Background: an optimization exercise with open tools, aiming at small area and a short achievable clock period. Do not read the settings as production practice.
Where RTL was checked, it was by simulation tests only, not by an equivalence proof against the original.
Only the layout flow was run in run 1; the RTL was not checked for function there.
Power is estimated from default activity; no workload was simulated.

==> flow/design.v, too long to show whole: its modules and the start of the top module <==
// module FIRLPF: 1083 lines
// module FIRLPF_fa: 4 lines
// module FIRLPF_ha: 4 lines
// module FIRLPF_gp: 4 lines
module FIRLPF(
       input                     Clock,
       input                     Rst_n,
       input      signed  [31:0] InputData1,
       output     signed  [31:0] OutputData
);
  // ...
==> flow/flow/run.sh <==
#!/bin/bash
# The standard layout (standard.sh) with two changes to how it is made:
# - the port buffers that global placement inserts use buf_2 instead of the
#   flow's default pick, a slow delay buffer;
# - after placement resizing (repair_design), cells that drive many loads
#   get a stronger drive strength of the same cell (post_resize.tcl);
#   detailed placement then legalizes them as usual.
# Everything else, including synthesis, is the standard flow's. The tools'
# full output goes to standard.log in the work folder (and to the ORFS logs
# under orfs/logs).
set -euo pipefail
here=$(cd "$(dirname "$0")" && pwd)
export BUFFER_PORTS_ARGS="-buffer_cell sky130_fd_sc_hd__buf_2"
export POST_RESIZE_TCL="$here/post_resize.tcl"
bash standard.sh > standard.log 2>&1
==> flow/flow/post_resize.tcl <==
# Sourced by ORFS after repair_design in the placement resizing step.
# Cells whose output drives more than 6 pins get the _4 drive strength of the
# same cell, more than 3 pins the _2 one, where the library has it (same
# function; flip-flops stay the same type of flip-flop).
set n_up 0
foreach inst [get_cells *] {
  set master [get_property $inst ref_name]
  if {![regexp {^(sky130_fd_sc_hd__[a-z0-9]+)_([0-9]+)$} $master -> base drive]} { continue }
  if {[string match "*clkbuf*" $base] || [string match "*dly*" $base] || [string match "*tap*" $base]} { continue }
  set fo 0
  foreach pin [get_pins -of_objects $inst -filter "direction == output"] {
    set net [get_nets -of_objects $pin]
    if {$net eq ""} { continue }
    incr fo [llength [get_pins -of_objects $net -filter "direction == input"]]
  }
  if {$fo > 6} { set want 4 } elseif {$fo > 3} { set want 2 } else { continue }
  if {$drive >= $want} { continue }
  if {[llength [get_lib_cells -quiet ${base}_$want]] == 0} { continue }
  replace_cell $inst ${base}_$want
  incr n_up
}
puts "post_resize.tcl: upsized $n_up cells"
==> flow/standard.sh <==
#!/bin/bash
# synth_recipe.tcl (not shown) runs the flow's synth.tcl, then flattens the netlist and writes it again
# the make line also repeats each setting of config.mk as NAME=value (left out here)
make -C /OpenROAD-flow-scripts/flow DESIGN_CONFIG=/design/flow/config.mk WORK_HOME=/design/flow/orfs CLKGATE_MAP_FILE= SYNTH_SCRIPT=/design/flow/synth_recipe.tcl "${@:-finish}"
==> flow/config.mk <==
export PLATFORM = sky130hd
export DESIGN_NAME = FIRLPF
export DESIGN_NICKNAME = FIRLPF
export VERILOG_FILES = /design/flow/design.v
export SDC_FILE = /design/flow/constraint.sdc
export NUM_CORES = 4
export LEC_CHECK = 0
export CAP_MARGIN = 20
export CELL_PAD_IN_SITES_DETAIL_PLACEMENT = 1
export CORE_MARGIN = 2
export CORE_UTILIZATION = 30
export CTS_BUF_LIST = sky130_fd_sc_hd__clkbuf_8
export PLACE_DENSITY = 0.5
export SLEW_MARGIN = 20
export SYNTH_HIERARCHICAL = 1
export SYNTH_MINIMUM_KEEP_SIZE = 0
==> flow/constraint.sdc <==
create_clock -name core_clock -period 11.0 [get_ports {Clock}]
set_input_delay 2.2000 -clock core_clock [delete_from_list [all_inputs] [get_ports {Clock}]]
set_output_delay 2.2000 -clock core_clock [all_outputs]
set_load 0.01 [all_outputs]
==> metrics.log, run 1 <==
[metrics] Die Wd: 277 µm
[metrics] result of the run: complete, no violations
[metrics] post-detailed-placement cell area: 23,400 µm²
[metrics] Clock net power: 1.40 mW
[metrics] non-filler cells, final: 2,973
[metrics] number of slew-limit violations in the final report: 0
[metrics] clock insertion delay at the later pin of the skew report: 0.66 ns
[metrics] Max Clk Rate: 284 MHz
[metrics] Max IR drop VDD: 0.0960 mV
[metrics] most utilized layer in the global route result: met2
[metrics] comb_multi_in: 1,339
[metrics] detailed-placement wirelength estimate: 39.0 mm
[metrics] met2 Resource Use GR: 24.4%
[metrics] clock period minus final worst setup slack: 3.52 ns
[metrics] Clock-cell share: 5.84%
[metrics] std cell rows: 99
[metrics] pin count of the biggest net entering global routing: 65
[metrics] number of hold violations in the final report: 0
[metrics] placer's final routability congestion estimate: 0.780
[metrics] Buf/Inv on CP: 1
[metrics] Cell Pwr Density: 240 nW/µm²
[metrics] antenna cell count: 2
[metrics] Setup Viol. Count Final: 0
[metrics] total congestion overflow: 0
[metrics] post-CTS resize count: 0
[metrics] CP Capture Point: OutputData[27]
[metrics] Place WS: 7.74 ns
[metrics] final cell area excluding filler cells: 24,900 µm²
[metrics] area taken by multi-input logic gates: 13,100 µm²
[metrics] Max clock buf depth: 3
[metrics] group with the largest share of power: combinational cells
[metrics] met2 WL post-DR: 26.4 mm
[metrics] leading cell type in the layout, fill and taps excluded: sky130_fd_sc_hd__dfxtp_1
[metrics] data arrival at the endpoint of the critical path: 1.32 ns
[metrics] endpoint type of the worst setup path: primary output
[metrics] slack of the worst reg-to-reg path: 7.75 ns
[metrics] slowest stage cell on the critical path: sky130_fd_sc_hd__dfrtp_4
==> run 2: changes to the inputs <==
--- a/flow/design.v
+++ b/flow/design.v
@@ -1074,17 +1074,17 @@
 wire uas24 = uap24 ^ uaG4_23g;
 wire uas25 = uap25 ^ uaG4_24g;
 wire uas26 = uap26 ^ uaG4_25g;
 wire uas27 = uap27 ^ uaG4_26g;
 assign Unext = {uas27, uas26, uas25, uas24, uas23, uas22, uas21, uas20, uas19, uas18, uas17, uas16, uas15, uas14, uas13, uas12, uas11, uas10, uas9, uas8, uas7, uas6, uas5, uas4, uas3, uas2, uas1, uap0};
 always @(posedge Clock or negedge Rst_n)
   if (!Rst_n)   U <= 28'd0;
   else if (upd) U <= Unext;
-assign OutputData = {{7{U[27]}}, U[27:3]};
+assign OutputData = {U[27], U[27], U[27], U[27], U[27], U[27], U[27], U[27], U[26:3]};
 endmodule
 module FIRLPF_fa(input a, input b, input c, output s, output co);
 assign s  = a ^ b ^ c;
 assign co = (a & b) | (a & c) | (b & c);
 endmodule
 module FIRLPF_ha(input a, input b, output s, output co);
 assign s  = a ^ b;
 assign co = a & b;
==> flow/config.mk (replaced) <==
export PLATFORM = sky130hd
export DESIGN_NAME = FIRLPF
export DESIGN_NICKNAME = FIRLPF
export VERILOG_FILES = /design/flow/design.v
export SDC_FILE = /design/flow/constraint.sdc
export NUM_CORES = 4
export LEC_CHECK = 0
export CAP_MARGIN = 20
export CELL_PAD_IN_SITES_DETAIL_PLACEMENT = 1
export CORE_MARGIN = 2
export CORE_UTILIZATION = 30
export PLACE_DENSITY = 0.5
export SLEW_MARGIN = 20
export SYNTH_HIERARCHICAL = 1
export SYNTH_MINIMUM_KEEP_SIZE = 0
==> run 2 against run 1 <==
  * Highest routed layer unchanged
  * Critical path depth unchanged
  * Clock-buffer cell count fell by 23
  * Combinational power is essentially flat
==> metrics.log, run 2 <==
[metrics] result of the run: complete, no violations (unchanged)
[metrics] number of hold violations in the final report: 0 (unchanged)
[metrics] combined area of all synthesized cells: 22,300 µm² (unchanged)
[metrics] Filler Cells Inserted: 7,887 (was 7,918)
[metrics] effective utilization at floorplan: 30.4% (unchanged)
[metrics] post-CTS resize count: 0 (unchanged)
[metrics] critical hold path startpoint: R3[19] (was R1[0])
[metrics] Max clock buf depth: 3 (unchanged)
[metrics] start of the worst register-to-register path: ctl[9] (unchanged)
[metrics] clock insertion delay at the later pin of the skew report: 0.59 ns (was 0.66 ns)
[metrics] Lkg Pwr: 11.6 nW (was 11.7 nW)
[metrics] relative contribution of the clock network to total power: 25.0% (was 23.6%)
[metrics] clock-pin slew on the worst setup and hold paths: 0.06 ns (was 0.05 ns)
[metrics] startpoint-to-endpoint class of the critical path: flop to primary output (unchanged)
[metrics] Critical Path Fanout Max: 10 (unchanged)
[metrics] vias in the first global route: 15,876 (was 16,119)
[metrics] detailed-placement wirelength estimate: 39.0 mm (unchanged)
[metrics] antenna violations before repair: 2 (was 3)
[metrics] wire per inst: 19.0 µm (was 18.8 µm)
[metrics] crit-path cells: buf_2 (unchanged)
[metrics] Post-CTS Setup Inserts: 0 (unchanged)
[metrics] Place WS: 7.74 ns (unchanged)
[metrics] final worst hold slack: 0.320 ns (was 0.305 ns)
[metrics] Setup crit start: U[27] (unchanged)
[metrics] total congestion overflow: 0 (unchanged)
[metrics] net load switching power: 2.14 mW (about the same)
[metrics] startpoint kind of the worst setup timing path: flop (unchanged)
[metrics] number of synthesis warnings: 7 (unchanged)
[metrics] die outline height: 277 µm (unchanged)
[metrics] Logic pwr share: 45.1% (was 45.9%)
[metrics] H-tree depth: 2 (was 3)
[metrics] Max Clk Rate: 291 MHz (was 284 MHz)
[metrics] max-slew headroom at the worst pin: 33.2% (was 34.4%)
[metrics] count of input and output buffers: 65 (unchanged)
[metrics] average size of a mapped cell: 11.2 µm² (unchanged)
[metrics] CP Capture Point: OutputData[27] (unchanged)
[metrics] I/O pins: 66 (unchanged)
[metrics] Worst Max-Slew Pin Slew: 0.993 ns (was 0.975 ns)
[metrics] commonest cells after routing, fill and taps aside: 316 x sky130_fd_sc_hd__dfxtp_1, 221 x sky130_fd_sc_hd__fa_1, 188 x sky130_fd_sc_hd__mux2i_1, 114 x sky130_fd_sc_hd__a21o_1, 85 x sky130_fd_sc_hd__nand2_1 (was 316 x sky130_fd_sc_hd__dfxtp_1, 221 x sky130_fd_sc_hd__fa_1, 188 x sky130_fd_sc_hd__mux2i_1, 114 x sky130_fd_sc_hd__a21o_1, 86 x sky130_fd_sc_hd__clkbuf_8)
[metrics] max_cap viols: 0 (unchanged)
[metrics] Pwr Total: 6.08 mW (was 5.96 mW)
[metrics] final net count: 2,281 (was 2,307)
[metrics] endpoint type of the worst setup path: primary output (unchanged)
[metrics] overall fraction of global-route tracks in use: 14.8% (was 15.0%)
[metrics] capture point of the worst reg-to-reg path: Sc[27] (was Sc[24])
[metrics] Die Wd: 277 µm (unchanged)
[metrics] number of slew-limit violations in the final report: 0 (unchanged)
[metrics] Max IR drop VDD: 0.128 mV (was 0.0960 mV)
[metrics] post-detailed-placement cell area: 23,400 µm² (unchanged)
[metrics] fraction of final layout cells with drive strength greater than 1: 16.7% (was 17.7%)
[metrics] ratio of routed vias to standard cells: 4.86 (was 4.85)
[metrics] floorplan die area: 76,500 µm² (unchanged)
[metrics] Buf/Inv on CP: 1 (unchanged)
[metrics] clock tree from TritonCTS: built (unchanged)
[metrics] first-iteration detailed-routing DRC count: 812 (unchanged)
[metrics] Cell Pwr Density: 244 nW/µm² (was 240 nW/µm²)
[metrics] area grow syn2layout: 11.9% (was 11.6%)
[metrics] std cell rows: 99 (unchanged)
[metrics] stages on the worst setup path: 1 (unchanged)
[metrics] CTS Buf Count: 44 (was 70)
[metrics] sequential share of power: 29.9% (was 30.5%)
[metrics] data arrival at the endpoint of the critical path: 1.24 ns (was 1.32 ns)
[metrics] final cell area excluding filler cells: 24,900 µm² (about the same)
[metrics] fin worst setup slack: 7.56 ns (was 7.48 ns)
[metrics] # DRC: 0 (unchanged)
[metrics] Required @ worst endpoint: 8.80 ns (about the same)
[metrics] switching power share of the total: 35.2% (was 35.9%)
[metrics] slowest stage cell on the critical path: sky130_fd_sc_hd__dfrtp_4 (unchanged)
[metrics] leading cell type in the layout, fill and taps excluded: sky130_fd_sc_hd__dfxtp_1 (unchanged)
[metrics] Post-Syn Nets: 2,343 (unchanged)
[metrics] number of iterations in the first detailed-routing pass: 6 (was 7)
[metrics] area taken by multi-input logic gates: 13,100 µm² (unchanged)
[metrics] area of the core: 73,200 µm² (unchanged)
[metrics] utilization after layout: 34.1% (was 34.0%)
[metrics] crit-path max cell delay: 0.52 ns (about the same)
[metrics] cell count of the worst reg-to-reg path: 7 (unchanged)
[metrics] hold bufs inserted after CTS: 0 (unchanged)
[metrics] Tightest Hold Check Type: flop to flop (unchanged)
[metrics] pin count of the biggest net entering global routing: 65 (unchanged)
[metrics] clock sink total: 398 (unchanged)
[metrics] unrepaired setup endpoints after global routing: no (unchanged)
[metrics] DRT Wirelength: 55.7 mm (was 56.0 mm)
[metrics] first-pass GRT wire length: 91.6 mm (was 92.6 mm)
[metrics] placed cell count: 2,846 (unchanged)
[metrics] area taken by flip-flops and latches: 8350 µm² (unchanged)
[metrics] Setup Viol. Count Final: 0 (unchanged)
[metrics] final setup skew: 0.0217 ns (was 0.0391 ns)
[metrics] clock period minus final worst setup slack: 3.44 ns (was 3.52 ns)
[metrics] placer's final routability congestion estimate: 0.780 (unchanged)
[metrics] aggregate negative setup slack: 0 ns (unchanged)
[metrics] number of nets still failing antenna checks after routing: 0 (unchanged)
[metrics] Crit path max-delay family: flip-flops (unchanged)
[metrics] largest registers: Sc (40), Ss (40), xr (32) (unchanged)
[metrics] count of vias placed by the detailed router: 14,224 (was 14,424)
[metrics] non-filler cells, final: 2,926 (was 2,973)
[metrics] cell chosen for the clock root: sky130_fd_sc_hd__clkbuf_16 (was sky130_fd_sc_hd__clkbuf_8)
[metrics] Synth Instances: 1,995 (unchanged)
[metrics] cell-internal power: 3.94 mW (was 3.82 mW)
[metrics] part of the cycle the worst path needs: 31.3% (was 32.0%)
[metrics] slack of the worst reg-to-reg path: 7.75 ns (about the same)
run 2: layout make-up:
cell class	instances	area share, %
sequential	398	33.5
tap	959	4.81
clock inverter	16	0.698
clock buffer	63	5.37
inverter	64	1.01
timing repair buffer	86	1.94
antenna	1	0.0100
multi-input combinational	1339	52.7
run 2: routing by layer:
layer	vias up	part of all wire (%)	global-route usage (%)
met5	-	0	0
met4	0	1.9	3.60
met3	65	4.0	2.09
met2	302	47	24.5
met1	7214	47	20.3
li1	6643	-	-
run 2: worst min path at each step:
| stage | to | depth (start not counted) |
|---|---|---|
| 2_1_floorplan | R1[0] | 0 |
| 3_3_place_gp | R4[7] | 0 |
| 3_5_place_dp | R1[1] | 0 |
| 4_1_cts | R1[2] | 0 |
| 5_1_grt | R1[2] | 0 |
| 6_report | R4[19] | 0 |
run 2: power groups by stage:
stage | Combinational [mW] | Clock (mW) | Sequential (mW)
3_3_place_gp | 2.55 | 0 | 1.85
4_1_cts | 2.81 | 1.57 | 1.82
5_1_grt | 3.17 | 1.63 | 1.85
3_5_place_dp | 2.78 | 0 | 1.84
2_1_floorplan | 2.11 | 0 | 1.76
6_report | 2.74 | 1.52 | 1.82
==> run 3: changes to the inputs <==
--- a/flow/config.mk
+++ b/flow/config.mk
@@ -11,2 +11,4 @@
 export CORE_UTILIZATION = 30
+export CTS_CLUSTER_DIAMETER = 60
+export CTS_CLUSTER_SIZE = 30
 export PLACE_DENSITY = 0.5
==> run 3 against run 2 <==
  * Non-clock buffer count unchanged
  * Still clean on timing, DRC and antenna
  * Highest routed layer unchanged
  * Sequential cell count did not move
  * Largest power group unchanged
  * Largest cell class unchanged
  * Power decreased by 3.2%
==> metrics.log, run 3 <==
[metrics] result of the run: complete, no violations (unchanged)
[metrics] clock tree from TritonCTS: built (unchanged)
[metrics] vias in the first global route: 15,699 (was 15,876)
[metrics] leading cell type in the layout, fill and taps excluded: sky130_fd_sc_hd__dfxtp_1 (unchanged)
[metrics] number of slew-limit violations in the final report: 0 (unchanged)
[metrics] area taken by multi-input logic gates: 13,100 µm² (unchanged)
[metrics] part of the cycle the worst path needs: 31.3% (about the same)
[metrics] Required @ worst endpoint: 8.80 ns (about the same)
[metrics] Post-Syn Nets: 2,343 (unchanged)
[metrics] die outline height: 277 µm (unchanged)
[metrics] # DRC: 0 (unchanged)
[metrics] commonest cells after routing, fill and taps aside: 316 x sky130_fd_sc_hd__dfxtp_1, 221 x sky130_fd_sc_hd__fa_1, 188 x sky130_fd_sc_hd__mux2i_1, 114 x sky130_fd_sc_hd__a21o_1, 85 x sky130_fd_sc_hd__nand2_1 (unchanged)
[metrics] endpoint type of the worst setup path: primary output (unchanged)
[metrics] Lkg Pwr: 11.5 nW (was 11.6 nW)
[metrics] Worst Max-Slew Pin Slew: 0.954 ns (was 0.993 ns)
[metrics] clock sink total: 398 (unchanged)
[metrics] total congestion overflow: 0 (unchanged)
[metrics] final net count: 2,271 (was 2,281)
[metrics] overall fraction of global-route tracks in use: 14.6% (was 14.8%)
[metrics] startpoint-to-endpoint class of the critical path: flop to primary output (unchanged)
[metrics] number of nets still failing antenna checks after routing: 0 (unchanged)
[metrics] Tightest Hold Check Type: flop to flop (unchanged)
[metrics] Buf/Inv on CP: 1 (unchanged)
[metrics] Synth Instances: 1,995 (unchanged)
[metrics] clock-pin slew on the worst setup and hold paths: 0.08 ns (was 0.06 ns)
[metrics] H-tree depth: 2 (unchanged)
[metrics] first-iteration detailed-routing DRC count: 767 (was 812)
[metrics] critical hold path startpoint: R6[17] (was R3[19])
[metrics] fraction of final layout cells with drive strength greater than 1: 16.4% (was 16.7%)
[metrics] aggregate negative setup slack: 0 ns (unchanged)
[metrics] max-slew headroom at the worst pin: 35.8% (was 33.2%)
[metrics] cell chosen for the clock root: sky130_fd_sc_hd__clkbuf_16 (unchanged)
[metrics] stages on the worst setup path: 1 (unchanged)
[metrics] combined area of all synthesized cells: 22,300 µm² (unchanged)
[metrics] pin count of the biggest net entering global routing: 65 (unchanged)
[metrics] area grow syn2layout: 10.8% (was 11.9%)
[metrics] hold-critical path endpoint: R7[17] (was R4[19])
[metrics] crit-path max cell delay: 0.52 ns (about the same)
[metrics] data arrival at the endpoint of the critical path: 1.25 ns (was 1.24 ns)
[metrics] Max IR drop VDD: 0.115 mV (was 0.128 mV)
[metrics] hold bufs inserted after CTS: 0 (unchanged)
[metrics] clock period minus final worst setup slack: 3.45 ns (was 3.44 ns)
[metrics] detailed-placement wirelength estimate: 39.0 mm (unchanged)
[metrics] unrepaired setup endpoints after global routing: no (unchanged)
[metrics] max_cap viols: 0 (unchanged)
[metrics] count of input and output buffers: 65 (unchanged)
[metrics] fin worst setup slack: 7.55 ns (was 7.56 ns)
[metrics] area of the core: 73,200 µm² (unchanged)
[metrics] ratio of routed vias to standard cells: 4.88 (was 4.86)
[metrics] Critical Path Fanout Max: 10 (unchanged)
[metrics] Post-CTS Setup Inserts: 0 (unchanged)
[metrics] average size of a mapped cell: 11.2 µm² (unchanged)
[metrics] slowest stage cell on the critical path: sky130_fd_sc_hd__dfrtp_4 (unchanged)
[metrics] utilization after layout: 33.7% (was 34.1%)
[metrics] final cell area excluding filler cells: 24,700 µm² (was 24,900 µm²)
[metrics] cell depth of the worst hold path: 0 (unchanged)
[metrics] first-pass GRT wire length: 90.7 mm (was 91.6 mm)
[metrics] antenna violations before repair: 2 (unchanged)
[metrics] floorplan die area: 76,500 µm² (unchanged)
[metrics] crit-path cells: buf_2 (unchanged)
[metrics] Filler Cells Inserted: 7,889 (was 7,887)
[metrics] count of vias placed by the detailed router: 14,193 (was 14,224)
[metrics] capture point of the worst reg-to-reg path: Sc[11] (was Sc[27])
[metrics] Setup Viol. Count Final: 0 (unchanged)
[metrics] post-detailed-placement cell area: 23,400 µm² (unchanged)
[metrics] final setup skew: 0.0343 ns (was 0.0217 ns)
[metrics] Place WS: 7.74 ns (unchanged)
[metrics] Crit path max-delay family: flip-flops (unchanged)
[metrics] Max Clk Rate: 290 MHz (was 291 MHz)
[metrics] placer's final routability congestion estimate: 0.780 (unchanged)
[metrics] startpoint kind of the worst setup timing path: flop (unchanged)
[metrics] Pwr Total: 5.88 mW (was 6.08 mW)
[metrics] area taken by flip-flops and latches: 8350 µm² (unchanged)
[metrics] number of hold violations in the final report: 0 (unchanged)
[metrics] number of synthesis warnings: 7 (unchanged)
[metrics] Max clock buf depth: 3 (unchanged)
[metrics] number of iterations in the first detailed-routing pass: 6 (unchanged)
[metrics] largest registers: Sc (40), Ss (40), xr (32) (unchanged)
[metrics] effective utilization at floorplan: 30.4% (unchanged)
[metrics] Cell Pwr Density: 238 nW/µm² (was 244 nW/µm²)
[metrics] std cell rows: 99 (unchanged)
[metrics] start of the worst register-to-register path: ctl[9] (unchanged)
[metrics] cell count of the worst reg-to-reg path: 7 (unchanged)
[metrics] clock insertion delay at the later pin of the skew report: 0.58 ns (was 0.59 ns)
[metrics] DRT Wirelength: 55.0 mm (was 55.7 mm)
[metrics] Die Wd: 277 µm (unchanged)
[metrics] post-CTS resize count: 0 (unchanged)
[metrics] slack of the worst reg-to-reg path: 7.75 ns (about the same)
[metrics] CTS Buf Count: 34 (was 44)
[metrics] I/O pins: 66 (unchanged)
[metrics] wire per inst: 18.9 µm (was 19.0 µm)
run 3: how the worst max path moves through the flow:
| stage | start | end | slack (ns) |
|---|---|---|---|
| final | U[27] | OutputData[27] | 7.55 |
| after global routing | U[27] | OutputData[27] | 7.49 |
| after CTS | U[27] | OutputData[27] | 7.50 |
| after detailed placement | ctl[9] | Sc[18] | 7.74 |
| after global placement | restart_n | Sc[14] | 7.45 |
| after floorplan | restart_s | Sc[12] | 8.14 |
run 3: area by class of cell:
cell class | instances | area share [%]
inverter | 64 | 1.02
clock buffer | 37 | 3.70
multi-input combinational | 1339 | 53.2
tap | 959 | 4.86
timing repair buffer | 86 | 1.96
clock inverter | 25 | 1.43
sequential | 398 | 33.8
antenna | 1 | 0.0101
run 3: stage by stage:
step / hold slack (ns) / cells
after detailed placement: 0.313 / 2846
after global placement: 0.310 / 2846
after CTS: 0.305 / 2908
final: 0.306 / 2909
after floorplan: 0.310 / 1995
after global routing: 0.319 / 2908
run 3: power breakdown:
part,switching (mW),internal (mW),total [mW]
clock network,0.661,0.666,1.33
registers,0.154,1.66,1.82
logic,1.36,1.37,2.74
total,2.18,3.70,5.88
run 3: per-layer routing:
layer	global-route usage, %	part of all wire, %	vias up
met5	0	0	-
met4	3.49	1.8	0
met3	2.05	4.1	60
met2	24.1	48	279
met1	20.3	47	7221
li1	-	-	6633
==> run 4: changes to the inputs <==
--- a/flow/flow/post_resize.tcl
+++ b/flow/flow/post_resize.tcl
@@ -3,3 +3,4 @@
 # same cell, more than 3 pins the _2 one, where the library has it (same
-# function; flip-flops stay the same type of flip-flop).
+# function; flip-flops stay the same type of flip-flop). Adder cells are
+# left alone.
 set n_up 0
@@ -9,2 +10,4 @@
   if {[string match "*clkbuf*" $base] || [string match "*dly*" $base] || [string match "*tap*" $base]} { continue }
+  # the adders' cells (half adders and prefix cells) are left as they are
+  if {[regexp {__(ha|fa|a21o)$} $base]} { continue }
   set fo 0
==> run 4 against run 3 <==
  * Still clean
  * Area after synthesis unchanged
  * First-iteration DRC count up 18%
  * Design area down 0.69%
  * Die area unchanged
  * Register-to-register slack about the same
  * Clock power about the same
  * Sequential share of layout area up 0.24 points
  * Sequential cell count unchanged
  * Critical path type unchanged
  * Largest power group unchanged
==> metrics.log, run 4 <==
[metrics] result of the run: complete, no violations (unchanged)
[metrics] crit-path cells: buf_2 (unchanged)
[metrics] pin count of the biggest net entering global routing: 65 (unchanged)
[metrics] number of hold violations in the final report: 0 (unchanged)
[metrics] clock period minus final worst setup slack: 3.45 ns (about the same)
[metrics] fin worst setup slack: 7.55 ns (about the same)
[metrics] Critical Path Fanout Max: 10 (unchanged)
[metrics] Cell Pwr Density: 237 nW/µm² (was 238 nW/µm²)
[metrics] number of slew-limit violations in the final report: 0 (unchanged)
[metrics] Place WS: 7.74 ns (about the same)
[metrics] die outline height: 277 µm (unchanged)
[metrics] detailed-placement wirelength estimate: 38.9 mm (was 39.0 mm)
[metrics] first-pass GRT wire length: 90.1 mm (was 90.7 mm)
[metrics] total congestion overflow: 0 (unchanged)
[metrics] Lkg Pwr: 11.6 nW (was 11.5 nW)
[metrics] global routing usage on met1: 19.9% (was 20.3%)
[metrics] data arrival at the endpoint of the critical path: 1.25 ns (about the same)
[metrics] slack of the worst reg-to-reg path: 7.75 ns (about the same)
[metrics] max_cap viols: 0 (unchanged)
[metrics] average size of a mapped cell: 11.2 µm² (unchanged)
[metrics] floorplan die area: 76,500 µm² (unchanged)
[metrics] Buf/Inv on CP: 1 (unchanged)
[metrics] slowest stage cell on the critical path: sky130_fd_sc_hd__dfrtp_4 (unchanged)
[metrics] part of the cycle the worst path needs: 31.4% (was 31.3%)
[metrics] endpoint type of the worst setup path: primary output (unchanged)
[metrics] M3 GR Usage: 2.15% (was 2.05%)
[metrics] startpoint kind of the worst setup timing path: flop (unchanged)
[metrics] Tightest Hold Check Type: flop to flop (unchanged)
[metrics] leading cell type in the layout, fill and taps excluded: sky130_fd_sc_hd__dfxtp_1 (unchanged)
[metrics] antenna cell count: 0 (was 1)
[metrics] first-iteration detailed-routing DRC count: 905 (was 767)
[metrics] CTS Buf Count: 35 (was 34)
[metrics] H-tree depth: 2 (unchanged)
[metrics] final worst hold slack: 0.307 ns (was 0.306 ns)
[metrics] clock insertion delay at the later pin of the skew report: 0.58 ns (about the same)
[metrics] cell depth of the worst hold path: 0 (unchanged)
[metrics] capture point of the worst reg-to-reg path: Sc[11] (unchanged)
[metrics] clock-pin slew on the worst setup and hold paths: 0.09 ns (was 0.08 ns)
[metrics] count of input and output buffers: 65 (unchanged)
[metrics] final net count: 2,272 (was 2,271)
[metrics] number of synthesis warnings: 7 (unchanged)
[metrics] overall fraction of global-route tracks in use: 14.6% (about the same)
[metrics] Synth Instances: 1,995 (unchanged)
[metrics] critical hold path startpoint: R5[18] (was R6[17])
[metrics] Die Wd: 277 µm (unchanged)
[metrics] DRT Wirelength: 55.1 mm (was 55.0 mm)
[metrics] non-filler cells, final: 2,910 (was 2,909)
[metrics] Max IR drop VDD: 0.110 mV (was 0.115 mV)
[metrics] std cell rows: 99 (unchanged)
[metrics] cell count of the worst reg-to-reg path: 7 (unchanged)
[metrics] hold-critical path endpoint: R6[18] (was R7[17])
[metrics] Post-CTS Setup Inserts: 0 (unchanged)
[metrics] most utilized layer in the global route result: met2 (unchanged)
[metrics] effective utilization at floorplan: 30.4% (unchanged)
[metrics] Crit path max-delay family: flip-flops (unchanged)
[metrics] aggregate negative setup slack: 0 ns (unchanged)
[metrics] unrepaired setup endpoints after global routing: no (unchanged)
[metrics] I/O pins: 66 (unchanged)
[metrics] placer's final routability congestion estimate: 0.780 (unchanged)
[metrics] number of nets still failing antenna checks after routing: 0 (unchanged)
[metrics] largest registers: Sc (40), Ss (40), xr (32) (unchanged)
[metrics] stages on the worst setup path: 1 (unchanged)
[metrics] Max clock buf depth: 3 (unchanged)
[metrics] vias in the first global route: 15,661 (was 15,699)
[metrics] hold bufs inserted after CTS: 0 (unchanged)
[metrics] clock tree from TritonCTS: built (unchanged)
[metrics] cell chosen for the clock root: sky130_fd_sc_hd__clkbuf_16 (unchanged)
[metrics] fraction of final layout cells with drive strength greater than 1: 13.0% (was 16.4%)
[metrics] combined area of all synthesized cells: 22,300 µm² (unchanged)
[metrics] Setup Viol. Count Final: 0 (unchanged)
[metrics] met2 Resource Use GR: 24.2% (was 24.1%)
[metrics] clock sink total: 398 (unchanged)
[metrics] post-CTS resize count: 0 (unchanged)
[metrics] ratio of routed vias to standard cells: 4.90 (was 4.88)
[metrics] antenna violations before repair: 2 (unchanged)
[metrics] number of iterations in the first detailed-routing pass: 9 (was 6)
[metrics] placed cell count: 2,846 (unchanged)
[metrics] wire per inst: 18.9 µm (about the same)
[metrics] area of the core: 73,200 µm² (unchanged)
[metrics] area grow syn2layout: 10.0% (was 10.8%)
[metrics] count of vias placed by the detailed router: 14,258 (was 14,193)
[metrics] final setup skew: 0.0409 ns (was 0.0343 ns)
[metrics] crit-path max cell delay: 0.52 ns (about the same)
[metrics] max-slew headroom at the worst pin: 25.2% (was 35.8%)
[metrics] Post-Syn Nets: 2,343 (unchanged)
[metrics] start of the worst register-to-register path: ctl[9] (unchanged)
[metrics] Worst Max-Slew Pin Slew: 1.12 ns (was 0.954 ns)
[metrics] commonest cells after routing, fill and taps aside: 316 x sky130_fd_sc_hd__dfxtp_1, 221 x sky130_fd_sc_hd__fa_1, 188 x sky130_fd_sc_hd__mux2i_1, 126 x sky130_fd_sc_hd__a21o_1, 93 x sky130_fd_sc_hd__ha_1 (was 316 x sky130_fd_sc_hd__dfxtp_1, 221 x sky130_fd_sc_hd__fa_1, 188 x sky130_fd_sc_hd__mux2i_1, 114 x sky130_fd_sc_hd__a21o_1, 85 x sky130_fd_sc_hd__nand2_1)
[metrics] # DRC: 0 (unchanged)
[metrics] Required @ worst endpoint: 8.80 ns (about the same)
[metrics] Max Clk Rate: 290 MHz (about the same)
[metrics] startpoint-to-endpoint class of the critical path: flop to primary output (unchanged)
## run 4: through the flow
stage | area [µm²] | power [mW] | util, %
6_report | 24500 | 5.80 | 33.5
5_1_grt | 24500 | 6.35 | 33.5
4_1_cts | 24500 | 5.93 | 33.5
3_5_place_dp | 23200 | 4.53 | 31.7
3_3_place_gp | 23000 | 4.40 | 31.4
2_1_floorplan | 22300 | 3.87 | -
## run 4: where the power goes
group / switching (mW) / internal [mW] / total [mW]
Sequential: 0.151 / 1.66 / 1.81
Clock: 0.654 / 0.684 / 1.34
Combinational: 1.35 / 1.30 / 2.65
## run 4: metal layers
metal	share of wire, %	up-vias
met5	0	-
met4	2.0	0
met3	3.9	78
met2	48	262
met1	47	7288
li1	-	6630
## run 4: worst max path at each step
stage                   start        endpoint  slack [ns]
floorplan           restart_s          Sc[12]        8.14
global placement    restart_n          Sc[14]        7.45
detailed placement     ctl[9]          Sc[11]        7.74
CTS                     U[27]  OutputData[27]        7.49
global route            U[27]  OutputData[27]        7.49
finish                  U[27]  OutputData[27]        7.55
## run 4: area by class of cell
cell class | count | area (µm²)
clock buffers | 41 | 961
clock inverters | 23 | 319
fillers | 7887 | 48700
inverters | 64 | 253
multi-input cells | 1339 | 13000
flip-flops and latches | 398 | 8350
well taps | 959 | 1200
repair buffers | 86 | 483
## run 4: worst reg2reg max path: stages (launching register included)
cell                      delay (ns)
sky130_fd_sc_hd__dfxtp_2        0.32
sky130_fd_sc_hd__buf_4          0.62
sky130_fd_sc_hd__mux2i_1        0.19
sky130_fd_sc_hd__nand2_1        0.13
sky130_fd_sc_hd__fa_1           0.45
sky130_fd_sc_hd__fa_1           0.45
sky130_fd_sc_hd__fa_1           0.55
sky130_fd_sc_hd__fa_1           0.42
==> run 5: changes to the inputs <==
--- a/flow/flow/run.sh
+++ b/flow/flow/run.sh
@@ -5,3 +5,4 @@
 # - after placement resizing (repair_design), cells that drive many loads
-#   get a stronger drive strength of the same cell (post_resize.tcl);
+#   get a stronger drive strength of the same cell, adder cells excepted
+#   (post_resize.tcl);
 #   detailed placement then legalizes them as usual.
==> run 5 against run 4 <==
  * Still clean
  * Sequential cell count unchanged
  * Non-clock buffer count unchanged
  * Design area unchanged
  * Clock skew unchanged
  * Largest cell class unchanged
==> metrics.log, run 5 <==
[metrics] result of the run: complete, no violations (unchanged)
[metrics] Crit path max-delay family: flip-flops (unchanged)
[metrics] DRT Wirelength: 55.1 mm (unchanged)
[metrics] max-slew headroom at the worst pin: 25.2% (unchanged)
[metrics] overall fraction of global-route tracks in use: 14.6% (unchanged)
[metrics] first-pass GRT wire length: 90.1 mm (unchanged)
[metrics] Post-CTS Setup Inserts: 0 (unchanged)
[metrics] placed cell count: 2,846 (unchanged)
[metrics] final setup skew: 0.0409 ns (unchanged)
[metrics] unrepaired setup endpoints after global routing: no (unchanged)
[metrics] largest registers: Sc (40), Ss (40), xr (32) (unchanged)
[metrics] crit-path cells: buf_2 (unchanged)
[metrics] Lkg Pwr: 11.6 nW (unchanged)
[metrics] Die Wd: 277 µm (unchanged)
[metrics] clock tree from TritonCTS: built (unchanged)
[metrics] combined area of all synthesized cells: 22,300 µm² (unchanged)
[metrics] leading cell type in the layout, fill and taps excluded: sky130_fd_sc_hd__dfxtp_1 (unchanged)
[metrics] I/O pins: 66 (unchanged)
[metrics] area grow syn2layout: 10.0% (unchanged)
[metrics] average size of a mapped cell: 11.2 µm² (unchanged)
[metrics] area of the core: 73,200 µm² (unchanged)
[metrics] endpoint type of the worst setup path: primary output (unchanged)
[metrics] clock period minus final worst setup slack: 3.45 ns (unchanged)
[metrics] clock insertion delay at the later pin of the skew report: 0.58 ns (about the same)
[metrics] Filler Cells Inserted: 7,887 (unchanged)
[metrics] crit-path max cell delay: 0.52 ns (about the same)
[metrics] clock sink total: 398 (unchanged)
[metrics] die outline height: 277 µm (unchanged)
[metrics] part of the cycle the worst path needs: 31.4% (unchanged)
[metrics] Worst Max-Slew Pin Slew: 1.12 ns (unchanged)
[metrics] total congestion overflow: 0 (unchanged)
[metrics] H-tree depth: 2 (unchanged)
[metrics] number of slew-limit violations in the final report: 0 (unchanged)
[metrics] fraction of final layout cells with drive strength greater than 1: 13.0% (unchanged)
[metrics] aggregate negative setup slack: 0 ns (unchanged)
[metrics] number of iterations in the first detailed-routing pass: 9 (unchanged)
[metrics] Max IR drop VDD: 0.110 mV (unchanged)
[metrics] count of vias placed by the detailed router: 14,258 (unchanged)
[metrics] std cell rows: 99 (unchanged)
[metrics] detailed-placement wirelength estimate: 38.9 mm (unchanged)
[metrics] non-filler cells, final: 2,910 (unchanged)
[metrics] # DRC: 0 (unchanged)
[metrics] placer's final routability congestion estimate: 0.780 (unchanged)
[metrics] effective utilization at floorplan: 30.4% (unchanged)
[metrics] antenna violations before repair: 2 (unchanged)
[metrics] floorplan die area: 76,500 µm² (unchanged)
[metrics] data arrival at the endpoint of the critical path: 1.25 ns (about the same)
[metrics] Tightest Hold Check Type: flop to flop (unchanged)
[metrics] cell chosen for the clock root: sky130_fd_sc_hd__clkbuf_16 (unchanged)
[metrics] antenna cell count: 0 (unchanged)
[metrics] first-iteration detailed-routing DRC count: 905 (unchanged)
[metrics] wire per inst: 18.9 µm (unchanged)
[metrics] Setup Viol. Count Final: 0 (unchanged)
[metrics] number of synthesis warnings: 7 (unchanged)
[metrics] max_cap viols: 0 (unchanged)
[metrics] ratio of routed vias to standard cells: 4.90 (unchanged)
[metrics] Buf/Inv on CP: 1 (unchanged)
[metrics] pin count of the biggest net entering global routing: 65 (unchanged)
[metrics] startpoint kind of the worst setup timing path: flop (unchanged)
[metrics] Max Clk Rate: 290 MHz (unchanged)
[metrics] Synth Instances: 1,995 (unchanged)
[metrics] slowest stage cell on the critical path: sky130_fd_sc_hd__dfrtp_4 (unchanged)
[metrics] hold bufs inserted after CTS: 0 (unchanged)
[metrics] commonest cells after routing, fill and taps aside: 316 x sky130_fd_sc_hd__dfxtp_1, 221 x sky130_fd_sc_hd__fa_1, 188 x sky130_fd_sc_hd__mux2i_1, 126 x sky130_fd_sc_hd__a21o_1, 93 x sky130_fd_sc_hd__ha_1 (unchanged)
[metrics] CTS Buf Count: 35 (unchanged)
[metrics] clock-pin slew on the worst setup and hold paths: 0.09 ns (about the same)
[metrics] number of nets still failing antenna checks after routing: 0 (unchanged)
[metrics] Post-Syn Nets: 2,343 (unchanged)
[metrics] Critical Path Fanout Max: 10 (unchanged)
[metrics] vias in the first global route: 15,661 (unchanged)
[metrics] Cell Pwr Density: 237 nW/µm² (unchanged)
[metrics] slack of the worst reg-to-reg path: 7.75 ns (about the same)
[metrics] number of hold violations in the final report: 0 (unchanged)
[metrics] Required @ worst endpoint: 8.80 ns (about the same)
[metrics] post-CTS resize count: 0 (unchanged)
[metrics] final net count: 2,272 (unchanged)
[metrics] startpoint-to-endpoint class of the critical path: flop to primary output (unchanged)
[metrics] Max clock buf depth: 3 (unchanged)
[metrics] count of input and output buffers: 65 (unchanged)
## run 5: through the flow
step	hold slack [ns]	cell area, µm²	util (%)	setup WS, ns	total power [mW]
2_1_floorplan	0.310	22300	-	8.14	3.87
4_1_cts	0.312	24500	33.5	7.49	5.93
5_1_grt	0.326	24500	33.5	7.49	6.35
6_report	0.307	24500	33.5	7.55	5.80
3_5_place_dp	0.313	23200	31.7	7.74	4.53
3_3_place_gp	0.310	23000	31.4	7.45	4.40
## run 5: worst register-to-register path: cells and delay by family (launching register included)
kind,cells,cell delay [ns]
simple gates,1,0.13
fa+ha+maj,4,1.87
flops,1,0.32
buf+inv,1,0.62
mux,1,0.19
## run 5: path summary, 6_finish.rpt
check | end | cells after the start | from
setup / recovery | OutputData[27] | 1 | U[27]
hold / removal | R6[18] | 0 | R5[18]
setup reg to reg | Sc[11] | 7 | ctl[9]
hold reg to reg | R6[18] | 0 | R5[18]
max in group asynchronous | U[27] | 2 | Rst_n
min in group asynchronous | nins[0] | 2 | Rst_n
## run 5: layout make-up
class | count | area (µm²) | share of cell area [%]
clock buffer | 41 | 961 | 3.92
clock inverter | 23 | 319 | 1.30
inverter | 64 | 253 | 1.03
multi-input combinational | 1339 | 13000 | 52.8
sequential | 398 | 8350 | 34.1
tap | 959 | 1200 | 4.89
timing repair buffer | 86 | 483 | 1.97
## run 5: metal layers
metal / track usage (%) / vias up / part of all wire, %
li1: - / 6630 / -
met1: 19.9 / 7288 / 47
met2: 24.2 / 262 / 48
met3: 2.15 / 78 / 3.9
met4: 3.70 / 0 / 2.0
met5: 0 / - / 0
## run 5: power by group
group	total (mW)	leakage [nW]	internal (mW)	switching (mW)
registers	1.81	3.35	1.66	0.151
clock network	1.34	0.622	0.684	0.654
logic	2.65	7.61	1.30	1.35
==> run 6: changes to the inputs <==
--- a/flow/flow/run.sh
+++ b/flow/flow/run.sh
@@ -5,4 +5,3 @@
 # - after placement resizing (repair_design), cells that drive many loads
-#   get a stronger drive strength of the same cell, adder cells excepted
-#   (post_resize.tcl);
+#   get a stronger drive strength of the same cell (post_resize.tcl);
 #   detailed placement then legalizes them as usual.
==> flow/flow/post_resize.tcl (replaced) <==
set n_up 0
foreach inst [get_cells *] {
  set master [get_property $inst ref_name]
  if {![regexp {^(sky130_fd_sc_hd__[a-z0-9]+)_([0-9]+)$} $master -> base drive]} { continue }
  if {[string match "*clkbuf*" $base] || [string match "*dly*" $base] || [string match "*tap*" $base]} { continue }
  set fo 0
  foreach pin [get_pins -of_objects $inst -filter "direction == output"] {
    set net [get_nets -of_objects $pin]
    if {$net eq ""} { continue }
    incr fo [llength [get_pins -of_objects $net -filter "direction == input"]]
  }
  if {$fo > 8} { set want 4 } elseif {$fo > 4} { set want 2 } else { continue }
  if {$drive >= $want} { continue }
  if {[llength [get_lib_cells -quiet ${base}_$want]] == 0} { continue }
  replace_cell $inst ${base}_$want
  incr n_up
}
puts "post_resize.tcl: upsized $n_up cells"
==> run 6 against run 5 <==
  * Clock-buffer cell count down 3
  * Critical path depth unchanged
  * Synthesized cell count unchanged
  * Largest power group unchanged
  * Final cell count up 0.10%
  * Setup slack worse by 0.013 ns
  * Core utilization up 0.35 points
  * Sequential power about the same
  * Sequential share of layout area down 0.36 points
==> metrics.log, run 6 <==
[metrics] placer's final routability congestion estimate: 0.780 (unchanged)
[metrics] number of synthesis warnings: 7 (unchanged)
[metrics] unrepaired setup endpoints after global routing: no (unchanged)
[metrics] largest registers: Sc (40), Ss (40), xr (32) (unchanged)
[metrics] Filler Cells Inserted: 7,868 (was 7,887)
[metrics] Worst Max-Slew Pin Slew: 0.944 ns (was 1.12 ns)
[metrics] non-filler cells, final: 2,913 (was 2,910)
[metrics] Post-Syn Nets: 2,343 (unchanged)
[metrics] commonest cells after routing, fill and taps aside: 316 x sky130_fd_sc_hd__dfxtp_1, 221 x sky130_fd_sc_hd__fa_1, 188 x sky130_fd_sc_hd__mux2i_1, 115 x sky130_fd_sc_hd__a21o_1, 91 x sky130_fd_sc_hd__and2_1 (was 316 x sky130_fd_sc_hd__dfxtp_1, 221 x sky130_fd_sc_hd__fa_1, 188 x sky130_fd_sc_hd__mux2i_1, 126 x sky130_fd_sc_hd__a21o_1, 93 x sky130_fd_sc_hd__ha_1)
[metrics] floorplan die area: 76,500 µm² (unchanged)
[metrics] std cell rows: 99 (unchanged)
[metrics] slowest stage cell on the critical path: sky130_fd_sc_hd__dfrtp_4 (unchanged)
[metrics] leading cell type in the layout, fill and taps excluded: sky130_fd_sc_hd__dfxtp_1 (unchanged)
[metrics] Synth Instances: 1,995 (unchanged)
[metrics] combined area of all synthesized cells: 22,300 µm² (unchanged)
[metrics] count of vias placed by the detailed router: 14,253 (was 14,258)
[metrics] antenna violations before repair: 4 (was 2)
[metrics] Cell Pwr Density: 243 nW/µm² (was 237 nW/µm²)
[metrics] Setup Viol. Count Final: 0 (unchanged)
[metrics] post-CTS resize count: 0 (unchanged)
[metrics] area grow syn2layout: 11.2% (was 10.0%)
[metrics] final net count: 2,274 (was 2,272)
[metrics] clock tree from TritonCTS: built (unchanged)
[metrics] number of nets still failing antenna checks after routing: 0 (unchanged)
[metrics] number of iterations in the first detailed-routing pass: 6 (was 9)
[metrics] startpoint-to-endpoint class of the critical path: flop to primary output (unchanged)
[metrics] hold bufs inserted after CTS: 0 (unchanged)
[metrics] vias in the first global route: 15,832 (was 15,661)
[metrics] Max Clk Rate: 289 MHz (was 290 MHz)
[metrics] number of hold violations in the final report: 0 (unchanged)
[metrics] total congestion overflow: 0 (unchanged)
[metrics] Post-CTS Setup Inserts: 0 (unchanged)
[metrics] first-iteration detailed-routing DRC count: 811 (was 905)
[metrics] area of the core: 73,200 µm² (unchanged)
[metrics] Required @ worst endpoint: 8.80 ns (about the same)
[metrics] max-slew headroom at the worst pin: 36.5% (was 25.2%)
[metrics] antenna cell count: 0 (unchanged)
[metrics] placed cell count: 2,846 (unchanged)
[metrics] # DRC: 0 (unchanged)
[metrics] clock period minus final worst setup slack: 3.46 ns (was 3.45 ns)
[metrics] clock insertion delay at the later pin of the skew report: 0.60 ns (was 0.58 ns)
[metrics] I/O pins: 66 (unchanged)
[metrics] part of the cycle the worst path needs: 31.5% (was 31.4%)
[metrics] effective utilization at floorplan: 30.4% (unchanged)
[metrics] H-tree depth: 2 (unchanged)
[metrics] detailed-placement wirelength estimate: 39.2 mm (was 38.9 mm)
[metrics] clock sink total: 398 (unchanged)
[metrics] Buf/Inv on CP: 1 (unchanged)
[metrics] data arrival at the endpoint of the critical path: 1.26 ns (was 1.25 ns)
[metrics] number of slew-limit violations in the final report: 0 (unchanged)
[metrics] fraction of final layout cells with drive strength greater than 1: 14.4% (was 13.0%)
[metrics] result of the run: complete, no violations (unchanged)
[metrics] ratio of routed vias to standard cells: 4.89 (was 4.90)
[metrics] endpoint type of the worst setup path: primary output (unchanged)
[metrics] startpoint kind of the worst setup timing path: flop (unchanged)
[metrics] clock-pin slew on the worst setup and hold paths: 0.11 ns (was 0.09 ns)
[metrics] die outline height: 277 µm (unchanged)
[metrics] average size of a mapped cell: 11.2 µm² (unchanged)
[metrics] CTS Buf Count: 37 (was 35)
[metrics] Max IR drop VDD: 0.0837 mV (was 0.110 mV)
[metrics] wire per inst: 19.0 µm (was 18.9 µm)
[metrics] pin count of the biggest net entering global routing: 65 (unchanged)
[metrics] final setup skew: 0.0435 ns (was 0.0409 ns)
[metrics] DRT Wirelength: 55.4 mm (was 55.1 mm)
[metrics] crit-path max cell delay: 0.53 ns (was 0.52 ns)
[metrics] aggregate negative setup slack: 0 ns (unchanged)
[metrics] Tightest Hold Check Type: flop to flop (unchanged)
[metrics] Crit path max-delay family: flip-flops (unchanged)
[metrics] Critical Path Fanout Max: 10 (unchanged)
[metrics] overall fraction of global-route tracks in use: 14.7% (was 14.6%)
[metrics] first-pass GRT wire length: 91.2 mm (was 90.1 mm)
[metrics] count of input and output buffers: 65 (unchanged)
[metrics] crit-path cells: buf_2 (unchanged)
[metrics] max_cap viols: 0 (unchanged)
[metrics] Die Wd: 277 µm (unchanged)
[metrics] Max clock buf depth: 3 (unchanged)
[metrics] cell chosen for the clock root: sky130_fd_sc_hd__clkbuf_16 (unchanged)
[metrics] Lkg Pwr: 11.6 nW (about the same)
==> run 6: layout make-up <==
| class | instances | area, µm² | share of cell area (%) |
|---|---|---|---|
| tap | 959 | 1200 | 4.84 |
| clock inverter | 29 | 500 | 2.02 |
| multi-input combinational | 1339 | 13000 | 52.7 |
| clock buffer | 38 | 951 | 3.84 |
| sequential | 398 | 8350 | 33.7 |
| inverter | 64 | 248 | 1.00 |
| timing repair buffer | 86 | 483 | 1.95 |
==> run 6: per-layer routing <==
metal  wire (µm)  up-vias  GRT usage [%]
met3        2110       69           2.16
met5          10        -              0
met1       25700     7281           20.2
li1            -     6631              -
met4        1070        2           3.76
met2       26400      270           24.3
==> run 6: worst paths after layout <==
check	cells past startpoint	slack [ns]	start	endpoint
min reg2reg	0	0.31	R0[1]	R1[1]
max	1	7.54	U[27]	OutputData[27]
max reg2reg	7	7.73	ctl[9]	Sc[25]
min in group asynchronous	2	1.74	Rst_n	Count[5]
max in group asynchronous	2	8.73	Rst_n	U[27]
min	0	0.31	R0[1]	R1[1]
==> run 6: report_power, final <==
part	total, mW	switching [mW]	leakage (nW)	internal [mW]
Clock	1.49	0.713	0.698	0.778
Combinational	2.72	1.37	7.52	1.35
Sequential	1.81	0.152	3.35	1.66
==> run 6: per-stage QoR <==
stage	utilization, %	worst slack [ns]	hold WS, ns	cell area (µm²)	power [mW]
2_1_floorplan	-	8.14	0.310	22300	3.87
3_3_place_gp	31.4	7.45	0.310	23000	4.40
3_5_place_dp	31.9	7.72	0.313	23300	4.59
4_1_cts	33.8	7.49	0.308	24800	6.15
5_1_grt	33.8	7.48	0.312	24800	6.57
6_report	33.8	7.54	0.307	24800	6.02
==> run 7: changes to the inputs <==
--- a/flow/flow/run.sh
+++ b/flow/flow/run.sh
@@ -5,3 +5,4 @@
 # - after placement resizing (repair_design), cells that drive many loads
-#   get a stronger drive strength of the same cell (post_resize.tcl);
+#   and flip-flops that feed output ports get a stronger drive strength of
+#   the same cell (post_resize.tcl);
 #   detailed placement then legalizes them as usual.
--- a/flow/flow/post_resize.tcl
+++ b/flow/flow/post_resize.tcl
@@ -1 +1,6 @@
+# Sourced by ORFS after repair_design in the placement resizing step.
+# Cells whose output drives more than 6 pins, and flip-flops that drive an
+# output port's buffer, get the _4 drive strength of the same cell; cells
+# driving more than 3 pins the _2 one, where the library has it (same
+# function; flip-flops stay the same type of flip-flop).
 set n_up 0
@@ -11,3 +16,14 @@
   }
-  if {$fo > 8} { set want 4 } elseif {$fo > 4} { set want 2 } else { continue }
+  # flip-flops that feed an output port's buffer get the strongest drive
+  set to_port 0
+  if {[regexp {^sky130_fd_sc_hd__df} $base]} {
+    foreach pin [get_pins -of_objects $inst -filter "direction == output"] {
+      set net [get_nets -of_objects $pin]
+      if {$net eq ""} { continue }
+      foreach ld [get_pins -of_objects $net -filter "direction == input"] {
+        if {[string match "output*" [get_name [get_cells -of_objects $ld]]]} { set to_port 1 }
+      }
+    }
+  }
+  if {$fo > 6 || $to_port} { set want 4 } elseif {$fo > 3} { set want 2 } else { continue }
   if {$drive >= $want} { continue }
--- a/flow/config.mk
+++ b/flow/config.mk
@@ -11,4 +11,2 @@
 export CORE_UTILIZATION = 30
-export CTS_CLUSTER_DIAMETER = 60
-export CTS_CLUSTER_SIZE = 30
 export PLACE_DENSITY = 0.5
==> run 7 against run 6 <==
  * Still clean
  * Critical path depth unchanged
  * Clock skew down 0.022 ns
  * Via count up 0.91%
  * Final cell count rose by 0.65%
  * Sequential cell count is the same
  * Non-clock buffer count is the same
  * Largest cell class unchanged
  * Largest power group unchanged
  * Highest routed layer is now met4
==> metrics.log, run 7 <==
[metrics] overall fraction of global-route tracks in use: 14.8% (was 14.7%)
[metrics] Critical Path Fanout Max: 10 (unchanged)
[metrics] stages on the worst setup path: 1 (unchanged)
[metrics] slowest stage cell on the critical path: sky130_fd_sc_hd__dfrtp_4 (unchanged)
[metrics] Logic pwr share: 44.7% (was 45.1%)
[metrics] average size of a mapped cell: 11.2 µm² (unchanged)
[metrics] area grow syn2layout: 12.6% (was 11.2%)
[metrics] Worst Max-Slew Pin Slew: 0.980 ns (was 0.944 ns)
[metrics] commonest cells after routing, fill and taps aside: 316 x sky130_fd_sc_hd__dfxtp_1, 221 x sky130_fd_sc_hd__fa_1, 188 x sky130_fd_sc_hd__mux2i_1, 114 x sky130_fd_sc_hd__a21o_1, 85 x sky130_fd_sc_hd__nand2_1 (was 316 x sky130_fd_sc_hd__dfxtp_1, 221 x sky130_fd_sc_hd__fa_1, 188 x sky130_fd_sc_hd__mux2i_1, 115 x sky130_fd_sc_hd__a21o_1, 91 x sky130_fd_sc_hd__and2_1)
[metrics] post-detailed-placement cell area: 23,500 µm² (was 23,300 µm²)
[metrics] cell chosen for the clock root: sky130_fd_sc_hd__clkbuf_16 (unchanged)
[metrics] CP Capture Point: OutputData[27] (unchanged)
[metrics] Post-Syn Nets: 2,343 (unchanged)
[metrics] number of nets still failing antenna checks after routing: 0 (unchanged)
[metrics] number of slew-limit violations in the final report: 0 (unchanged)
[metrics] clock period minus final worst setup slack: 3.46 ns (about the same)
[metrics] detailed-placement wirelength estimate: 39.2 mm (about the same)
[metrics] effective utilization at floorplan: 30.4% (unchanged)
[metrics] leading cell type in the layout, fill and taps excluded: sky130_fd_sc_hd__dfxtp_1 (unchanged)
[metrics] Required @ worst endpoint: 8.80 ns (about the same)
[metrics] Post-CTS Setup Inserts: 0 (unchanged)
[metrics] Tightest Hold Check Type: flop to flop (unchanged)
[metrics] max_cap viols: 0 (unchanged)
[metrics] clock-pin slew on the worst setup and hold paths: 0.06 ns (was 0.11 ns)
[metrics] placer's final routability congestion estimate: 0.780 (unchanged)
[metrics] crit-path max cell delay: 0.52 ns (was 0.53 ns)
[metrics] number of synthesis warnings: 7 (unchanged)
[metrics] aggregate negative setup slack: 0 ns (unchanged)
[metrics] Setup crit start: U[27] (unchanged)
[metrics] Buf/Inv on CP: 1 (unchanged)
[metrics] number of hold violations in the final report: 0 (unchanged)
[metrics] Filler Cells Inserted: 7,826 (was 7,868)
[metrics] wire per inst: 19.2 µm (was 19.0 µm)
[metrics] Lkg Pwr: 11.6 nW (about the same)
[metrics] first-iteration detailed-routing DRC count: 898 (was 811)
[metrics] part of the cycle the worst path needs: 31.4% (was 31.5%)
[metrics] Setup Viol. Count Final: 0 (unchanged)
[metrics] Max Clk Rate: 289 MHz (about the same)
[metrics] net load switching power: 2.17 mW (was 2.23 mW)
[metrics] final cell area excluding filler cells: 25,100 µm² (was 24,800 µm²)
[metrics] startpoint-to-endpoint class of the critical path: flop to primary output (unchanged)
[metrics] cell count of the worst reg-to-reg path: 7 (unchanged)
[metrics] fraction of final layout cells with drive strength greater than 1: 18.2% (was 14.4%)
[metrics] endpoint type of the worst setup path: primary output (unchanged)
[metrics] data arrival at the endpoint of the critical path: 1.26 ns (about the same)
[metrics] startpoint kind of the worst setup timing path: flop (unchanged)
[metrics] antenna violations before repair: 1 (was 4)
[metrics] final setup skew: 0.0219 ns (was 0.0435 ns)
[metrics] ratio of routed vias to standard cells: 4.91 (was 4.89)
[metrics] DRT Wirelength: 56.2 mm (was 55.4 mm)
[metrics] clock tree from TritonCTS: built (unchanged)
[metrics] # DRC: 0 (unchanged)
[metrics] start of the worst register-to-register path: ctl[9] (unchanged)
[metrics] result of the run: complete, no violations (unchanged)
[metrics] max-slew headroom at the worst pin: 34.1% (was 36.5%)
[metrics] hold bufs inserted after CTS: 0 (unchanged)
[metrics] clock insertion delay at the later pin of the skew report: 0.59 ns (was 0.60 ns)
[metrics] I/O pins: 66 (unchanged)
[metrics] sequential share of power: 29.6% (was 30.1%)
[metrics] cell-internal power: 3.97 mW (was 3.79 mW)
[metrics] post-CTS resize count: 0 (unchanged)
[metrics] count of vias placed by the detailed router: 14,383 (was 14,253)
[metrics] Cell Pwr Density: 245 nW/µm² (was 243 nW/µm²)
[metrics] capture point of the worst reg-to-reg path: Sc[25] (unchanged)
[metrics] H-tree depth: 2 (unchanged)
[metrics] Synth Instances: 1,995 (unchanged)
[metrics] die outline height: 277 µm (unchanged)
[metrics] first-pass GRT wire length: 91.9 mm (was 91.2 mm)
[metrics] unrepaired setup endpoints after global routing: no (unchanged)
[metrics] Max clock buf depth: 3 (unchanged)
[metrics] final worst hold slack: 0.323 ns (was 0.307 ns)
[metrics] number of iterations in the first detailed-routing pass: 5 (was 6)
[metrics] Pwr Total: 6.14 mW (was 6.02 mW)
[metrics] clock sink total: 398 (unchanged)
[metrics] count of input and output buffers: 65 (unchanged)
[metrics] CTS Buf Count: 45 (was 37)
[metrics] final net count: 2,282 (was 2,274)
[metrics] total congestion overflow: 0 (unchanged)
[metrics] pin count of the biggest net entering global routing: 65 (unchanged)
[metrics] relative contribution of the clock network to total power: 25.7% (was 24.8%)
[metrics] largest registers: Sc (40), Ss (40), xr (32) (unchanged)
[metrics] combined area of all synthesized cells: 22,300 µm² (unchanged)
[metrics] floorplan die area: 76,500 µm² (unchanged)
[metrics] vias in the first global route: 15,961 (was 15,832)
[metrics] Max IR drop VDD: 0.105 mV (was 0.0837 mV)
[metrics] Crit path max-delay family: flip-flops (unchanged)
[metrics] crit-path cells: buf_2 (unchanged)
[metrics] area of the core: 73,200 µm² (unchanged)
[metrics] switching power share of the total: 35.3% (was 37.1%)
[metrics] Die Wd: 277 µm (unchanged)
[metrics] std cell rows: 99 (unchanged)
[metrics] slack of the worst reg-to-reg path: 7.75 ns (was 7.73 ns)
==> run 7: layout make-up <==
class,count,area [µm²],share of cell area [%]
Timing Repair Buffer,86,483,1.93
Multi-Input combinational cell,1339,13100,52.4
Clock buffer,58,1290,5.13
Tap cell,959,1200,4.78
Clock inverter,25,284,1.13
Antenna cell,3,7.51,0.0299
Inverter,64,253,1.01
Sequential cell,398,8440,33.6
==> run 7: stage by stage <==
stage,util [%],setup WS (ns),instances
floorplan,-,8.14,1995
global placement,31.4,7.45,2846
detailed placement,32.1,7.74,2846
CTS,34.3,7.51,2929
global route,34.3,7.49,2929
finish,34.3,7.54,2932
==> run 7: per-layer routing <==
layer	vias up	GRT usage, %	share of wire [%]
met5	-	0	0
met4	0	3.87	2.0
met3	85	2.12	4.0
met2	303	24.5	47
met1	7352	20.4	47
li1	6643	-	-
==> run 7: worst min path at each step <==
stage          startpoint  endpoint  slack (ns)  cells past startpoint
5_1_grt            R1[10]    R2[10]        0.33                      0
3_3_place_gp        R3[7]     R4[7]        0.31                      0
2_1_floorplan       R0[0]     R1[0]        0.31                      0
4_1_cts             R0[2]     R1[2]        0.32                      0
6_report            R0[2]     R1[2]        0.32                      0
3_5_place_dp        R0[1]     R1[1]        0.31                      0
==> run 7: worst register-to-register path: cells and delay by family (launching register included) <==
kind          cells  cell delay [ns]
fa+ha+maj         4             1.84
buf+inv           1             0.61
flops             1             0.31
mux               1             0.19
simple gates      1             0.15
==> run 7: power by group through the flow <==
| stage | clock [mW] | combinational [mW] | sequential [mW] |
|---|---|---|---|
| after floorplan | 0 | 2.11 | 1.76 |
| after global placement | 0 | 2.55 | 1.85 |
| after detailed placement | 0 | 2.78 | 1.85 |
| after CTS | 1.62 | 2.81 | 1.82 |
| after global routing | 1.68 | 3.16 | 1.85 |
| final | 1.57 | 2.74 | 1.82 |
==> run 8: changes to the inputs <==
--- a/flow/config.mk
+++ b/flow/config.mk
@@ -11,2 +11,4 @@
 export CORE_UTILIZATION = 30
+export CTS_CLUSTER_DIAMETER = 60
+export CTS_CLUSTER_SIZE = 30
 export PLACE_DENSITY = 0.5
==> run 8 against run 7 <==
  * Wire length decreased by 0.72%
  * Via count shrank 0.40%
  * Clock power fell by 9.6%
  * Core utilization shrank 0.31 points
  * Synthesized cell count unchanged
  * Register-to-register slack worse by 0.02 ns
  * Sequential share of layout area grew 0.31 points
  * Global-route usage down 0.081 points
  * Fmax shrank 0.28%
==> metrics.log, run 8 <==
[metrics] Setup Viol. Count Final: 0 (unchanged)
[metrics] die outline height: 277 µm (unchanged)
[metrics] part of the cycle the worst path needs: 31.5% (was 31.4%)
[metrics] final setup skew: 0.0378 ns (was 0.0219 ns)
[metrics] Crit path max-delay family: flip-flops (unchanged)
[metrics] # DRC: 0 (unchanged)
[metrics] Max Clk Rate: 289 MHz (about the same)
[metrics] start of the worst register-to-register path: ctl[9] (unchanged)
[metrics] clock period minus final worst setup slack: 3.46 ns (about the same)
[metrics] slowest stage cell on the critical path: sky130_fd_sc_hd__dfrtp_4 (unchanged)
[metrics] Synth Instances: 1,995 (unchanged)
[metrics] max-slew headroom at the worst pin: 34.2% (was 34.1%)
[metrics] cell depth of the worst hold path: 0 (unchanged)
[metrics] max_cap viols: 0 (unchanged)
[metrics] aggregate negative setup slack: 0 ns (unchanged)
[metrics] Cell Pwr Density: 240 nW/µm² (was 245 nW/µm²)
[metrics] hold bufs inserted after CTS: 0 (unchanged)
[metrics] clock insertion delay at the later pin of the skew report: 0.59 ns (about the same)
[metrics] first-iteration detailed-routing DRC count: 984 (was 898)
[metrics] area grow syn2layout: 11.6% (was 12.6%)
[metrics] first-pass GRT wire length: 91.3 mm (was 91.9 mm)
[metrics] ratio of routed vias to standard cells: 4.92 (was 4.91)
[metrics] cell chosen for the clock root: sky130_fd_sc_hd__clkbuf_16 (unchanged)
[metrics] clock tree from TritonCTS: built (unchanged)
[metrics] Post-Syn Nets: 2,343 (unchanged)
[metrics] Critical Path Fanout Max: 10 (unchanged)
[metrics] switching power share of the total: 37.1% (was 35.3%)
[metrics] combined area of all synthesized cells: 22,300 µm² (unchanged)
[metrics] non-filler cells, final: 2,911 (was 2,932)
[metrics] sequential share of power: 30.4% (was 29.6%)
[metrics] Tightest Hold Check Type: flop to flop (unchanged)
[metrics] overall fraction of global-route tracks in use: 14.8% (about the same)
[metrics] clock sink total: 398 (unchanged)
[metrics] Required @ worst endpoint: 8.80 ns (about the same)
[metrics] net load switching power: 2.21 mW (was 2.17 mW)
[metrics] data arrival at the endpoint of the critical path: 1.26 ns (about the same)
[metrics] slack of the worst reg-to-reg path: 7.73 ns (was 7.75 ns)
[metrics] I/O pins: 66 (unchanged)
[metrics] average size of a mapped cell: 11.2 µm² (unchanged)
[metrics] floorplan die area: 76,500 µm² (unchanged)
[metrics] final net count: 2,272 (was 2,282)
[metrics] DRT Wirelength: 55.8 mm (was 56.2 mm)
[metrics] effective utilization at floorplan: 30.4% (unchanged)
[metrics] number of hold violations in the final report: 0 (unchanged)
[metrics] Place WS: 7.74 ns (unchanged)
[metrics] total congestion overflow: 0 (unchanged)
[metrics] Max clock buf depth: 3 (unchanged)
[metrics] Max IR drop VDD: 0.0860 mV (was 0.105 mV)
[metrics] number of nets still failing antenna checks after routing: 0 (unchanged)
[metrics] Buf/Inv on CP: 1 (unchanged)
[metrics] number of synthesis warnings: 7 (unchanged)
[metrics] Worst Max-Slew Pin Slew: 0.978 ns (was 0.980 ns)
[metrics] area of the core: 73,200 µm² (unchanged)
[metrics] endpoint type of the worst setup path: primary output (unchanged)
[metrics] crit-path max cell delay: 0.53 ns (was 0.52 ns)
[metrics] largest registers: Sc (40), Ss (40), xr (32) (unchanged)
[metrics] capture point of the worst reg-to-reg path: Sc[11] (was Sc[25])
[metrics] critical hold path startpoint: R6[17] (was R0[2])
[metrics] crit-path cells: buf_2 (unchanged)
[metrics] placed cell count: 2,846 (unchanged)
[metrics] startpoint kind of the worst setup timing path: flop (unchanged)
[metrics] startpoint-to-endpoint class of the critical path: flop to primary output (unchanged)
[metrics] cell count of the worst reg-to-reg path: 7 (unchanged)
[metrics] Pwr Total: 5.97 mW (was 6.14 mW)
[metrics] clock-pin slew on the worst setup and hold paths: 0.10 ns (was 0.06 ns)
[metrics] vias in the first global route: 15,875 (was 15,961)
[metrics] wire per inst: 19.2 µm (about the same)
[metrics] std cell rows: 99 (unchanged)
[metrics] CTS Buf Count: 35 (was 45)
[metrics] pin count of the biggest net entering global routing: 65 (unchanged)
[metrics] leading cell type in the layout, fill and taps excluded: sky130_fd_sc_hd__dfxtp_1 (unchanged)
[metrics] result of the run: complete, no violations (unchanged)
[metrics] placer's final routability congestion estimate: 0.780 (unchanged)
[metrics] H-tree depth: 2 (unchanged)
[metrics] Die Wd: 277 µm (unchanged)
[metrics] cell-internal power: 3.76 mW (was 3.97 mW)
[metrics] number of slew-limit violations in the final report: 0 (unchanged)
[metrics] count of vias placed by the detailed router: 14,326 (was 14,383)
[metrics] antenna violations before repair: 1 (unchanged)
[metrics] detailed-placement wirelength estimate: 39.2 mm (unchanged)
[metrics] post-CTS resize count: 0 (unchanged)
[metrics] commonest cells after routing, fill and taps aside: 316 x sky130_fd_sc_hd__dfxtp_1, 221 x sky130_fd_sc_hd__fa_1, 188 x sky130_fd_sc_hd__mux2i_1, 114 x sky130_fd_sc_hd__a21o_1, 85 x sky130_fd_sc_hd__nand2_1 (unchanged)
[metrics] fin worst setup slack: 7.54 ns (about the same)
[metrics] hold-critical path endpoint: R7[17] (was R1[2])
[metrics] relative contribution of the clock network to total power: 23.7% (was 25.7%)
[metrics] Logic pwr share: 45.9% (was 44.7%)
[metrics] Post-CTS Setup Inserts: 0 (unchanged)
[metrics] unrepaired setup endpoints after global routing: no (unchanged)
[metrics] Lkg Pwr: 11.5 nW (was 11.6 nW)
[metrics] fraction of final layout cells with drive strength greater than 1: 17.6% (was 18.2%)
[metrics] stages on the worst setup path: 1 (unchanged)
[metrics] number of iterations in the first detailed-routing pass: 7 (was 5)
[metrics] count of input and output buffers: 65 (unchanged)
## run 8: cell count changes in the layout (fill, tap and decap cells not counted), moves of 4 or more
cell                        before  now
sky130_fd_sc_hd__clkbuf_16      47   38
sky130_fd_sc_hd__clkbuf_8        7    0
sky130_fd_sc_hd__clkinv_2        7    0
sky130_fd_sc_hd__clkinv_4        4    0
sky130_fd_sc_hd__inv_12          0    5
sky130_fd_sc_hd__inv_16          2    7
## run 8: layout make-up
type                       instances  area (µm²)
sequential                       398        8440
antenna                            1        2.50
fill                            7862       48300
timing repair buffer              86         483
clock inverter                    25         395
tap                              959        1200
clock buffer                      39         955
inverter                          64         253
multi-input combinational       1339       13100
## run 8: worst max path at each step
stage	to	startpoint	slack, ns
6_report	OutputData[27]	U[27]	7.54
4_1_cts	OutputData[27]	U[27]	7.50
5_1_grt	OutputData[27]	U[27]	7.49
2_1_floorplan	Sc[12]	restart_s	8.14
3_5_place_dp	Sc[18]	ctl[9]	7.74
3_3_place_gp	Sc[14]	restart_n	7.45
## run 8: through the flow
| stage | cell area, µm² | util, % | hold WS, ns |
|---|---|---|---|
| 2_1_floorplan | 22300 | - | 0.310 |
| 3_3_place_gp | 23000 | 31.4 | 0.310 |
| 3_5_place_dp | 23500 | 32.1 | 0.313 |
| 4_1_cts | 24900 | 34.0 | 0.314 |
| 5_1_grt | 24900 | 34.0 | 0.321 |
| 6_report | 24900 | 34.0 | 0.315 |
## run 8: power by group through the flow
stage | combinational [mW] | sequential, mW | clock (mW)
final | 2.74 | 1.82 | 1.42
after global routing | 3.16 | 1.84 | 1.52
after CTS | 2.81 | 1.82 | 1.47
after detailed placement | 2.78 | 1.85 | 0
after global placement | 2.55 | 1.85 | 0
after floorplan | 2.11 | 1.76 | 0
## run 8: per-layer routing
| layer | global-route usage (%) | routed length [µm] | vias up |
|---|---|---|---|
| li1 | - | - | 6625 |
| met3 | 2.11 | 2350 | 69 |
| met5 | 0 | 0 | - |
| met2 | 24.3 | 26200 | 323 |
| met4 | 3.76 | 1000 | 0 |
| met1 | 20.3 | 26200 | 7309 |

Check on run 8: ideal ports give 7.535 ns setup slack; a clkbuf_16 on the clock port and buf_2 on the inputs give 7.475 ns; moving port delays by the midpoint clock arrival (0.629 ns) as well gives 7.727 ns.
